What follows belongs to an exercise in optimizing a design on an open flow for small area; a production flow would make more cautious choices.
RTL that was checked went through simulation tests only; none was proved equivalent to the original.
Power and IR drop assume default switching activity.

==> 09-20: inputs <==
// gba_drawer_merge
module gba_drawer_merge
(
   input             clk100,
   input             enable,
   input             hblank,
   input      [7:0]  xpos,
   input      [7:0]  ypos,
   input             in_WND0_on,
   input             in_WND1_on,
   input             in_WNDOBJ_on,
   input      [7:0]  in_WND0_X1,
   input      [7:0]  in_WND0_X2,
   input      [7:0]  in_WND0_Y1,
   input      [7:0]  in_WND0_Y2,
   input      [7:0]  in_WND1_X1,
   input      [7:0]  in_WND1_X2,
   input      [7:0]  in_WND1_Y1,
   input      [7:0]  in_WND1_Y2,
   input      [5:0]  in_enables_wnd0,
   input      [5:0]  in_enables_wnd1,
   input      [5:0]  in_enables_wndobj,
   input      [5:0]  in_enables_wndout,
   input      [1:0]  in_special_effect_in,
   input             in_effect_1st_bg0,
   input             in_effect_1st_bg1,
   input             in_effect_1st_bg2,
   input             in_effect_1st_bg3,
   input             in_effect_1st_obj,
   input             in_effect_1st_BD,
   input             in_effect_2nd_bg0,
   input             in_effect_2nd_bg1,
   input             in_effect_2nd_bg2,
   input             in_effect_2nd_bg3,
   input             in_effect_2nd_obj,
   input             in_effect_2nd_BD,
   input      [1:0]  in_Prio_BG0,
   input      [1:0]  in_Prio_BG1,
   input      [1:0]  in_Prio_BG2,
   input      [1:0]  in_Prio_BG3,
   input      [4:0]  in_EVA,
   input      [4:0]  in_EVB,
   input      [4:0]  in_BLDY,
   input             in_ena_bg0,
   input             in_ena_bg1,
   input             in_ena_bg2,
   input             in_ena_bg3,
   input             in_ena_obj,
   input      [15:0] pixeldata_bg0,
   input      [15:0] pixeldata_bg1,
   input      [15:0] pixeldata_bg2,
   input      [15:0] pixeldata_bg3,
   input      [18:0] pixeldata_obj,
   input      [15:0] pixeldata_back,
   input             objwindow_in,
   output     [14:0] pixeldata_out,
   output reg [7:0]  pixel_x,
   output     [7:0]  pixel_y,
   output reg        pixel_we
);
clock: 10.0 ns
lec_check: 0
cap_margin: 20
core_margin: 2
core_utilization: 40
slew_margin: 20
standard.sh (not shown) runs the stock make flow with config.mk's settings and CLKGATE_MAP_FILE= SYNTH_SCRIPT=/design/flow/synth_recipe.tcl, a recipe that flattens the netlist after the stock synthesis.
==> flow/flow/run.sh <==
#!/bin/bash
# The standard layout (standard.sh), with the smallest buffer on the ports.
export BUFFER_PORTS_ARGS="-buffer_cell sky130_fd_sc_hd__buf_1"
bash standard.sh > standard.log 2>&1
==> 06-01 (differences from 09-20) <==
--- a/flow/design.v
+++ b/flow/design.v
@@ -48,15 +48,15 @@
    input      [15:0] pixeldata_bg0,
    input      [15:0] pixeldata_bg1,
    input      [15:0] pixeldata_bg2,
    input      [15:0] pixeldata_bg3,
    input      [18:0] pixeldata_obj,
    input      [15:0] pixeldata_back,
    input             objwindow_in,
-   output     [14:0] pixeldata_out,
+   output reg [14:0] pixeldata_out,
    output reg [7:0]  pixel_x,
    output     [7:0]  pixel_y,
    output reg        pixel_we
 );
    localparam OBJ = 4;
    localparam BD  = 5;
    function ge8;
@@ -160,39 +160,34 @@
                       ({15{top[BD]}}  & pixeldata_back[14:0]);
    wire [14:0] colb = ({15{nxt[0]}}   & pixeldata_bg0[14:0]) |
                       ({15{nxt[1]}}   & pixeldata_bg1[14:0]) |
                       ({15{nxt[2]}}   & pixeldata_bg2[14:0]) |
                       ({15{nxt[3]}}   & pixeldata_bg3[14:0]) |
                       ({15{nxt[OBJ]}} & pixeldata_obj[14:0]) |
                       ({15{nxt[BD]}}  & pixeldata_back[14:0]);
-   reg [14:0] cola_r, colb_r;
-   reg        special_r, m_alpha_r;
-   always @(posedge clk100) begin
-      cola_r    <= cola;
-      colb_r    <= colb;
-      special_r <= special;
-      m_alpha_r <= m_alpha;
-      pixel_x   <= xpos;
-      pixel_we  <= enable;
-   end
-   assign pixel_y = ypos;
    wire [4:0] ydown = 5'd16 - bldy;
-   wire [4:0] k1 = !special_r ? 5'd16 : m_alpha_r ? eva : ydown;
-   wire [4:0] k2 = !special_r ? 5'd0  : m_alpha_r ? evb : eff[0] ? 5'd1 : bldy;
+   wire [4:0] k1 = !special ? 5'd16 : m_alpha ? eva : ydown;
+   wire [4:0] k2 = !special ? 5'd0  : m_alpha ? evb : eff[0] ? 5'd1 : bldy;
    wire [4:0] bconst = {~eff[0], 4'b1111};
    genvar c;
    generate
       for (c = 0; c < 3; c = c + 1) begin : g_ch
-         wire [4:0] a  = cola_r[5*c +: 5];
-         wire [4:0] bo = m_alpha_r ? colb_r[5*c +: 5] : bconst;
+         wire [4:0] a  = cola[5*c +: 5];
+         wire [4:0] bo = m_alpha ? colb[5*c +: 5] : bconst;
          wire [9:0] s;
          gba_drawer_merge_madd u_madd (.a(a), .b(bo), .k1(k1), .k2(k2), .s(s));
-         assign pixeldata_out[5*c +: 5] = s[9] ? 5'd31 : s[8:4];
+         always @(posedge clk100)
+            pixeldata_out[5*c +: 5] <= s[9] ? 5'd31 : s[8:4];
       end
    endgenerate
+   always @(posedge clk100) begin
+      pixel_x  <= xpos;
+      pixel_we <= enable;
+   end
+   assign pixel_y = ypos;
 endmodule
 module gba_drawer_merge_madd
 (
    input  [4:0] a, b, k1, k2,
    output [9:0] s
 );
    wire pa00 = a[0] & k1[0];
==> flow/run.sh (new file) <==
#!/bin/bash
# synth_recipe.tcl (not shown) runs the flow's synth.tcl, then flattens the netlist and writes it again
# the make line also repeats each setting of config.mk as NAME=value (left out here)
make -C /OpenROAD-flow-scripts/flow DESIGN_CONFIG=/design/flow/config.mk WORK_HOME=/design/flow/orfs CLKGATE_MAP_FILE= SYNTH_SCRIPT=/design/flow/synth_recipe.tcl finish
removed: flow/flow/run.sh
removed: flow/standard.sh
==> notes.md <==
06-01 produced a layout that fails on negative setup slack. 09-20 finished clean.
Of 06-01 and 09-20, 09-20 has the higher register-to-register slack (gap 3.9 ns).
Between 06-01 and 09-20, the lower first-iteration DRC count is in 06-01 (gap about 17%, measured against 09-20).
In 09-20 the hold slack is worse than in 06-01, by 0.84 ns.
In 06-01 the die area is smaller than in 09-20, by 2.1%.
In 09-20 the final cell count is lower than in 06-01, by 6.6%.
Of 09-20 and 06-01, 09-20 has the higher maximum frequency (gap about 23%, measured against 06-01).
In 09-20 the sequential share of layout area is higher than in 06-01, by 7.1 points.
Combinational power: 09-20 is smaller than 06-01 (about 30%).
Between 09-20 and 06-01, the lower design area is in 09-20 (gap 19%, measured against 06-01).
Against 09-20, the sequential power of 06-01 is lower by 16%.
==> figures <==
metric                                                                                   09-20                 06-01
Status                                                                 complete, no violations       failed layout checks
Reasons for failing layout checks                                                            -  negative setup slack
Sequential cell area share                                                               27.0%                 19.8%
Fillers                                                                                  2,816                 2,365
Switching Power                                                                      0.00109 W             0.00127 W
Number of clock sinks                                                                      136                   119
Depth of the critical timing path with buffers and inverters included                       21                    37
Clock Latency Late Sink                                                                0.42 ns               0.43 ns
Cells after synthesis                                                                    1,169                 1,130
Finished layout cell area                                                           13,600 um2            16,800 um2
Setup Buffers After CTS                                                                      0                    22
Sequential power                                                                    0.000767 W            0.000647 W
Core Area                                                                           28,500 um2            27,800 um2
Final Instance Count excl. Fillers                                                       1,840                 1,970
Resized Gates After CTS                                                                      0                    76
Count of TritonRoute iterations in the first routing pass                                   10                     7
Final number of setup-violating endpoints                                                    0                    15
Biggest fanout along the worst timing path                                                   8                    13
Iteration-0 DRC Markers                                                                    966                   803
Detail-routed net length per standard cell                                             18.3 um               19.0 um
Shortest period the worst path allows                                                  8.98 ns              11.03 ns
WP data required                                                                       8.00 ns              10.31 ns
Yosys top cell area share                                                                24.8%                 25.3%
Only the layout flow was run in 06-01; the RTL was not checked for function there.

==> inputs of v5 <==
gba_drawer_merge, a different RTL version from the one above (not shown whole).
==> flow/design.v (excerpt) <==
module gba_drawer_merge
(
   input             clk100,
   input             enable,
   input             hblank,
   input      [7:0]  xpos,
   input      [7:0]  ypos,
   input             in_WND0_on,
   input             in_WND1_on,
   input             in_WNDOBJ_on,
   input      [7:0]  in_WND0_X1,
   input      [7:0]  in_WND0_X2,
   input      [7:0]  in_WND0_Y1,
   input      [7:0]  in_WND0_Y2,
   input      [7:0]  in_WND1_X1,
   input      [7:0]  in_WND1_X2,
   input      [7:0]  in_WND1_Y1,
   input      [7:0]  in_WND1_Y2,
   input      [5:0]  in_enables_wnd0,
   input      [5:0]  in_enables_wnd1,
   input      [5:0]  in_enables_wndobj,
   input      [5:0]  in_enables_wndout,
   input      [1:0]  in_special_effect_in,
   input             in_effect_1st_bg0,
   input             in_effect_1st_bg1,
   input             in_effect_1st_bg2,
   input             in_effect_1st_bg3,
   input             in_effect_1st_obj,
   input             in_effect_1st_BD,
   input             in_effect_2nd_bg0,
   input             in_effect_2nd_bg1,
   input             in_effect_2nd_bg2,
   input             in_effect_2nd_bg3,
   input             in_effect_2nd_obj,
   input             in_effect_2nd_BD,
   input      [1:0]  in_Prio_BG0,
   input      [1:0]  in_Prio_BG1,
   input      [1:0]  in_Prio_BG2,
   input      [1:0]  in_Prio_BG3,
   input      [4:0]  in_EVA,
   input      [4:0]  in_EVB,
   input      [4:0]  in_BLDY,
   input             in_ena_bg0,
   input             in_ena_bg1,
   input             in_ena_bg2,
   input             in_ena_bg3,
   input             in_ena_obj,
   input      [15:0] pixeldata_bg0,
   input      [15:0] pixeldata_bg1,
   input      [15:0] pixeldata_bg2,
   input      [15:0] pixeldata_bg3,
   input      [18:0] pixeldata_obj,
   input      [15:0] pixeldata_back,
   input             objwindow_in,
   output     [14:0] pixeldata_out,
   output reg [7:0]  pixel_x,
   output     [7:0]  pixel_y,
   output reg        pixel_we
);
Settings: LEC_CHECK=0, CAP_MARGIN=20, CORE_MARGIN=2, CORE_UTILIZATION=40, SLEW_MARGIN=20, SYNTH_HIERARCHICAL=1, SYNTH_MINIMUM_KEEP_SIZE=0; clock period 10.0 ns.
==> flow/flow/run.sh <==
#!/bin/bash
# The standard layout (standard.sh) with the smallest buffer on the ports and
# a clock tree of fewer, larger sink clusters without dummy loads.
export BUFFER_PORTS_ARGS="-buffer_cell sky130_fd_sc_hd__buf_1"
export CTS_ARGS="-sink_clustering_enable -repair_clock_nets -dont_use_dummy_load -sink_clustering_size 35 -sink_clustering_max_diameter 200 -buf_list {sky130_fd_sc_hd__clkbuf_4 sky130_fd_sc_hd__clkbuf_8}"
bash standard.sh > standard.log 2>&1
==> v39: changes against v5 <==
--- a/flow/design.v
+++ b/flow/design.v
@@ -90,40 +90,37 @@
    wire       y0_lt_lo, y0_lt_hi, y0_wrap, y1_lt_lo, y1_lt_hi, y1_wrap;
    gba_drawer_merge_lt8 u_y0lo (.na(nypos),       .b(in_WND0_Y1), .lt(y0_lt_lo));
    gba_drawer_merge_lt8 u_y0hi (.na(nypos),       .b(in_WND0_Y2), .lt(y0_lt_hi));
    gba_drawer_merge_lt8 u_y0wr (.na(~in_WND0_Y2), .b(in_WND0_Y1), .lt(y0_wrap));
    gba_drawer_merge_lt8 u_y1lo (.na(nypos),       .b(in_WND1_Y1), .lt(y1_lt_lo));
    gba_drawer_merge_lt8 u_y1hi (.na(nypos),       .b(in_WND1_Y2), .lt(y1_lt_hi));
    gba_drawer_merge_lt8 u_y1wr (.na(~in_WND1_Y2), .b(in_WND1_Y1), .lt(y1_wrap));
-   always @(posedge clk100) begin
-      if (hblank) begin
-         w0x1  <= in_WND0_X1;
-         w0x2  <= in_WND0_X2;
-         w1x1  <= in_WND1_X1;
-         w1x2  <= in_WND1_X2;
-         w0y   <= in_WND0_on && in_range(y0_lt_lo, y0_lt_hi, y0_wrap);
-         w1y   <= in_WND1_on && in_range(y1_lt_lo, y1_lt_hi, y1_wrap);
-         e_w0  <= {in_enables_wnd0[5], in_enables_wnd0[4:0] & ena};
-         e_w1  <= {in_enables_wnd1[5], in_enables_wnd1[4:0] & ena};
-         e_obj <= anyw ? {in_enables_wndobj[5], in_enables_wndobj[4:0] & ena} : {1'b1, ena};
-         e_out <= anyw ? {in_enables_wndout[5], in_enables_wndout[4:0] & ena} : {1'b1, ena};
-         eff   <= in_special_effect_in;
-         ft    <= {in_effect_1st_BD, in_effect_1st_obj, in_effect_1st_bg3,
-                   in_effect_1st_bg2, in_effect_1st_bg1, in_effect_1st_bg0};
-         st    <= {in_effect_2nd_BD, in_effect_2nd_obj, in_effect_2nd_bg3,
-                   in_effect_2nd_bg2, in_effect_2nd_bg1, in_effect_2nd_bg0};
-         p0    <= in_Prio_BG0;
-         p1    <= in_Prio_BG1;
-         p2    <= in_Prio_BG2;
-         p3    <= in_Prio_BG3;
-         eva   <= sat16(in_EVA);
-         evb   <= sat16(in_EVB);
-         bldy  <= sat16(in_BLDY);
-      end
-   end
+   localparam NCFG = 95;
+   wire [NCFG-1:0] cfg_new = {
+      in_WND0_X1, in_WND0_X2, in_WND1_X1, in_WND1_X2,
+      in_WND0_on && in_range(y0_lt_lo, y0_lt_hi, y0_wrap),
+      in_WND1_on && in_range(y1_lt_lo, y1_lt_hi, y1_wrap),
+      in_enables_wnd0[5], in_enables_wnd0[4:0] & ena,
+      in_enables_wnd1[5], in_enables_wnd1[4:0] & ena,
+      anyw ? {in_enables_wndobj[5], in_enables_wndobj[4:0] & ena} : {1'b1, ena},
+      anyw ? {in_enables_wndout[5], in_enables_wndout[4:0] & ena} : {1'b1, ena},
+      in_special_effect_in,
+      in_effect_1st_BD, in_effect_1st_obj, in_effect_1st_bg3,
+      in_effect_1st_bg2, in_effect_1st_bg1, in_effect_1st_bg0,
+      in_effect_2nd_BD, in_effect_2nd_obj, in_effect_2nd_bg3,
+      in_effect_2nd_bg2, in_effect_2nd_bg1, in_effect_2nd_bg0,
+      in_Prio_BG0, in_Prio_BG1, in_Prio_BG2, in_Prio_BG3,
+      sat16(in_EVA), sat16(in_EVB), sat16(in_BLDY)};
+   wire [NCFG-1:0] cfg_q = {w0x1, w0x2, w1x1, w1x2, w0y, w1y, e_w0, e_w1, e_obj, e_out,
+                            eff, ft, st, p0, p1, p2, p3, eva, evb, bldy};
+   wire [NCFG-1:0] cfg_d;
+   gba_drawer_merge_hold #(.W(NCFG)) u_hold (.h(hblank), .hn(~hblank), .d(cfg_new), .q(cfg_q), .y(cfg_d));
+   always @(posedge clk100)
+      {w0x1, w0x2, w1x1, w1x2, w0y, w1y, e_w0, e_w1, e_obj, e_out,
+       eff, ft, st, p0, p1, p2, p3, eva, evb, bldy} <= cfg_d;
    wire [1:0] op = pixeldata_obj[18:17];
    wire       obj_alpha = pixeldata_obj[16];
    wire [7:0] nxpos = ~xpos;
    wire       x0_lt_lo, x0_lt_hi, x0_wrap, x1_lt_lo, x1_lt_hi, x1_wrap;
    gba_drawer_merge_lt8 u_x0lo (.na(nxpos), .b(w0x1), .lt(x0_lt_lo));
    gba_drawer_merge_lt8 u_x0hi (.na(nxpos), .b(w0x2), .lt(x0_lt_hi));
    gba_drawer_merge_lt8 u_x0wr (.na(~w0x2), .b(w0x1), .lt(x0_wrap));
@@ -328,23 +325,39 @@
    assign ns = {s71, s69, s67, s65, s63, s61};
 endmodule
 module gba_drawer_merge_lt8
 (
    input  [7:0] na, b,
    output       lt
 );
-   wire [7:0] c;
-   assign c[0] = na[0] & b[0];
+   wire [3:0] c;
+   gba_drawer_merge_lt2 u_lt2 (.na(na[1:0]), .b(b[1:0]), .bo(c[0]));
    genvar i;
    generate
-      for (i = 1; i < 8; i = i + 1) begin : g_bit
-         gba_drawer_merge_maj u_maj (.a(na[i]), .b(b[i]), .c(c[i-1]), .y(c[i]));
+      for (i = 1; i < 4; i = i + 1) begin : g_bit
+         gba_drawer_merge_bor2 u_bor2 (.na(na[2*i+1:2*i]), .b(b[2*i+1:2*i]), .bi(c[i-1]), .bo(c[i]));
       end
    endgenerate
-   assign lt = c[7];
+   assign lt = c[3];
+endmodule
+module gba_drawer_merge_lt2
+(
+   input  [1:0] na, b,
+   output       bo
+);
+   assign bo = (na[1] & b[1]) | (na[0] & b[0] & (na[1] | b[1]));
+endmodule
+module gba_drawer_merge_bor2
+(
+   input  [1:0] na, b,
+   input        bi,
+   output       bo
+);
+   wire b0 = (na[0] & b[0]) | (bi & (na[0] | b[0]));
+   assign bo = (na[1] & b[1]) | (b0 & (na[1] | b[1]));
 endmodule
 module gba_drawer_merge_maj
 (
    input  a, b, c,
    output y
 );
    assign y = (a & b) | (c & (a | b));
@@ -354,14 +367,25 @@
    input  a, b, c,
    output s, co
 );
    wire x = a ^ b;
    assign s  = x ^ c;
    assign co = (a & b) | (c & x);
 endmodule
+module gba_drawer_merge_hold
+#(
+   parameter W = 1
+)
+(
+   input          h, hn,
+   input  [W-1:0] d, q,
+   output [W-1:0] y
+);
+   assign y = ({W{h}} & d) | ({W{hn}} & q);
+endmodule
 module gba_drawer_merge_xnor
 (
    input  a, b,
    output y
 );
    assign y = ~(a ^ b);
 endmodule
==> flow/flow/run.sh (replaced) <==
#!/bin/bash
# The standard layout (standard.sh) with the smallest buffer on the ports and
# a clock tree of small buffers without dummy loads.
export BUFFER_PORTS_ARGS="-buffer_cell sky130_fd_sc_hd__buf_1"
export CTS_ARGS="-sink_clustering_enable -repair_clock_nets -dont_use_dummy_load -buf_list {sky130_fd_sc_hd__clkbuf_4 sky130_fd_sc_hd__clkbuf_8}"
bash standard.sh > standard.log 2>&1
==> v4: changes against v5 <==
--- a/flow/design.v
+++ b/flow/design.v
@@ -155,26 +155,31 @@
    assign nxt[BD] = ~|nxt[4:0];
    wire first_nz  = |(top & ft) | (top[OBJ] & obj_alpha);
    wire second_nz = |(nxt & st);
    wire force_a   = obj_alpha & top[OBJ] & second_nz;
    wire special   = force_a |
                     (spec && eff != 2'd0 && first_nz && (eff != 2'd1 || second_nz));
    wire m_alpha   = force_a | (eff == 2'd1);
-   wire [14:0] cola = ({15{top[0]}}   & pixeldata_bg0[14:0]) |
-                      ({15{top[1]}}   & pixeldata_bg1[14:0]) |
-                      ({15{top[2]}}   & pixeldata_bg2[14:0]) |
-                      ({15{top[3]}}   & pixeldata_bg3[14:0]) |
-                      ({15{top[OBJ]}} & pixeldata_obj[14:0]) |
-                      ({15{top[BD]}}  & pixeldata_back[14:0]);
-   wire [14:0] colb = ({15{nxt[0]}}   & pixeldata_bg0[14:0]) |
-                      ({15{nxt[1]}}   & pixeldata_bg1[14:0]) |
-                      ({15{nxt[2]}}   & pixeldata_bg2[14:0]) |
-                      ({15{nxt[3]}}   & pixeldata_bg3[14:0]) |
-                      ({15{nxt[OBJ]}} & pixeldata_obj[14:0]) |
-                      ({15{nxt[BD]}}  & pixeldata_back[14:0]);
+   wire [14:0] cola, colb;
+   wire [14:0] cola_n0, cola_n1, colb_n0, colb_n1;
+   genvar i;
+   generate
+      for (i = 0; i < 15; i = i + 1) begin : g_col
+         gba_drawer_merge_aoi222 u_a0 (top[0], pixeldata_bg0[i], top[1], pixeldata_bg1[i],
+                                       top[2], pixeldata_bg2[i], cola_n0[i]);
+         gba_drawer_merge_aoi222 u_a1 (top[3], pixeldata_bg3[i], top[OBJ], pixeldata_obj[i],
+                                       top[BD], pixeldata_back[i], cola_n1[i]);
+         gba_drawer_merge_aoi222 u_b0 (nxt[0], pixeldata_bg0[i], nxt[1], pixeldata_bg1[i],
+                                       nxt[2], pixeldata_bg2[i], colb_n0[i]);
+         gba_drawer_merge_aoi222 u_b1 (nxt[3], pixeldata_bg3[i], nxt[OBJ], pixeldata_obj[i],
+                                       nxt[BD], pixeldata_back[i], colb_n1[i]);
+      end
+   endgenerate
+   assign cola = ~(cola_n0 & cola_n1);
+   assign colb = ~(colb_n0 & colb_n1);
    reg [14:0] cola_r, colb_r;
    reg        special_r, m_alpha_r;
    always @(posedge clk100) begin
       cola_r    <= cola;
       colb_r    <= colb;
       special_r <= special;
       m_alpha_r <= m_alpha;
@@ -354,14 +359,21 @@
    input  a, b, c,
    output s, co
 );
    wire x = a ^ b;
    assign s  = x ^ c;
    assign co = (a & b) | (c & x);
 endmodule
+module gba_drawer_merge_aoi222
+(
+   input  a1, a2, b1, b2, c1, c2,
+   output y
+);
+   assign y = ~((a1 & a2) | (b1 & b2) | (c1 & c2));
+endmodule
 module gba_drawer_merge_xnor
 (
    input  a, b,
    output y
 );
    assign y = ~(a ^ b);
 endmodule
==> flow/flow/run.sh (replaced) <==
#!/bin/bash
# The standard layout (standard.sh) with the smallest buffer on the ports and
# a clock tree of small buffers without dummy loads.
export BUFFER_PORTS_ARGS="-buffer_cell sky130_fd_sc_hd__buf_1"
export CTS_ARGS="-sink_clustering_enable -repair_clock_nets -dont_use_dummy_load -buf_list {sky130_fd_sc_hd__clkbuf_4 sky130_fd_sc_hd__clkbuf_8}"
bash standard.sh > standard.log 2>&1
==> comparison <==
In clock-buffer cell count, v4 and v5 do not differ.
v4 passed the timing, DRC and antenna checks. v39 produced a clean layout. v5 went through all stages and came out clean.
In v39 the routed wire length is higher than in v5, by 11%.
Flip-flop and latch count is the same in v4 and v5.
Cell area: v4 > v5 > v39.
The highest cell count belongs to v39, the lowest to v4.
Of v4 and v5, v5 has the higher power (gap about 9%, measured against v5).
Via count: v4 < v5 < v39.
For v39 and v4, only the layout was checked, not whether the RTL still works.

static timing again, ports no longer ideal:
No port has a modelled driver above. Below, the same layouts with a new extraction and two added sets of constraints. Step 1 assumes that a clkbuf_16 drives the clock port and a buf_2 every other input. Step 2 adds t to the input delays and takes it off the output delays; t is the mean of the earliest and latest rising clock arrival at the registers after step 1. Input paths then give back, and output paths get back, about the clock's delay inside the block. Slacks: ideal / step 1 / step 2; pairs: ideal / step 1.
| run | shift t [ns] | setup WS [ns] | hold slack, ns | pins driven straight from the clock port |
|---|---|---|---|---|
| 09-20 | 0.466 | 1.015 / 0.967 / 1.432 | 0.608 / 0.608 / 0.608 | 1 |
| 06-01 | 0.469 | -1.033 / -1.019 / -1.488 | 1.452 / 1.452 / 1.452 | 1 |
| v5 | 0.479 | 0.633 / 0.591 / 1.070 | 0.540 / 0.540 / 0.540 | 1 |
| v39 | 0.473 | 0.634 / 0.593 / 1.066 | 0.467 / 0.467 / 0.467 | 1 |
| v4 | 0.468 | 0.987 / 0.945 / 1.413 | 0.515 / 0.515 / 0.515 | 1 |
The setup slack of 06-01, which loses most, moves by +0.014 ns with the drivers and by -0.455 ns with both steps.
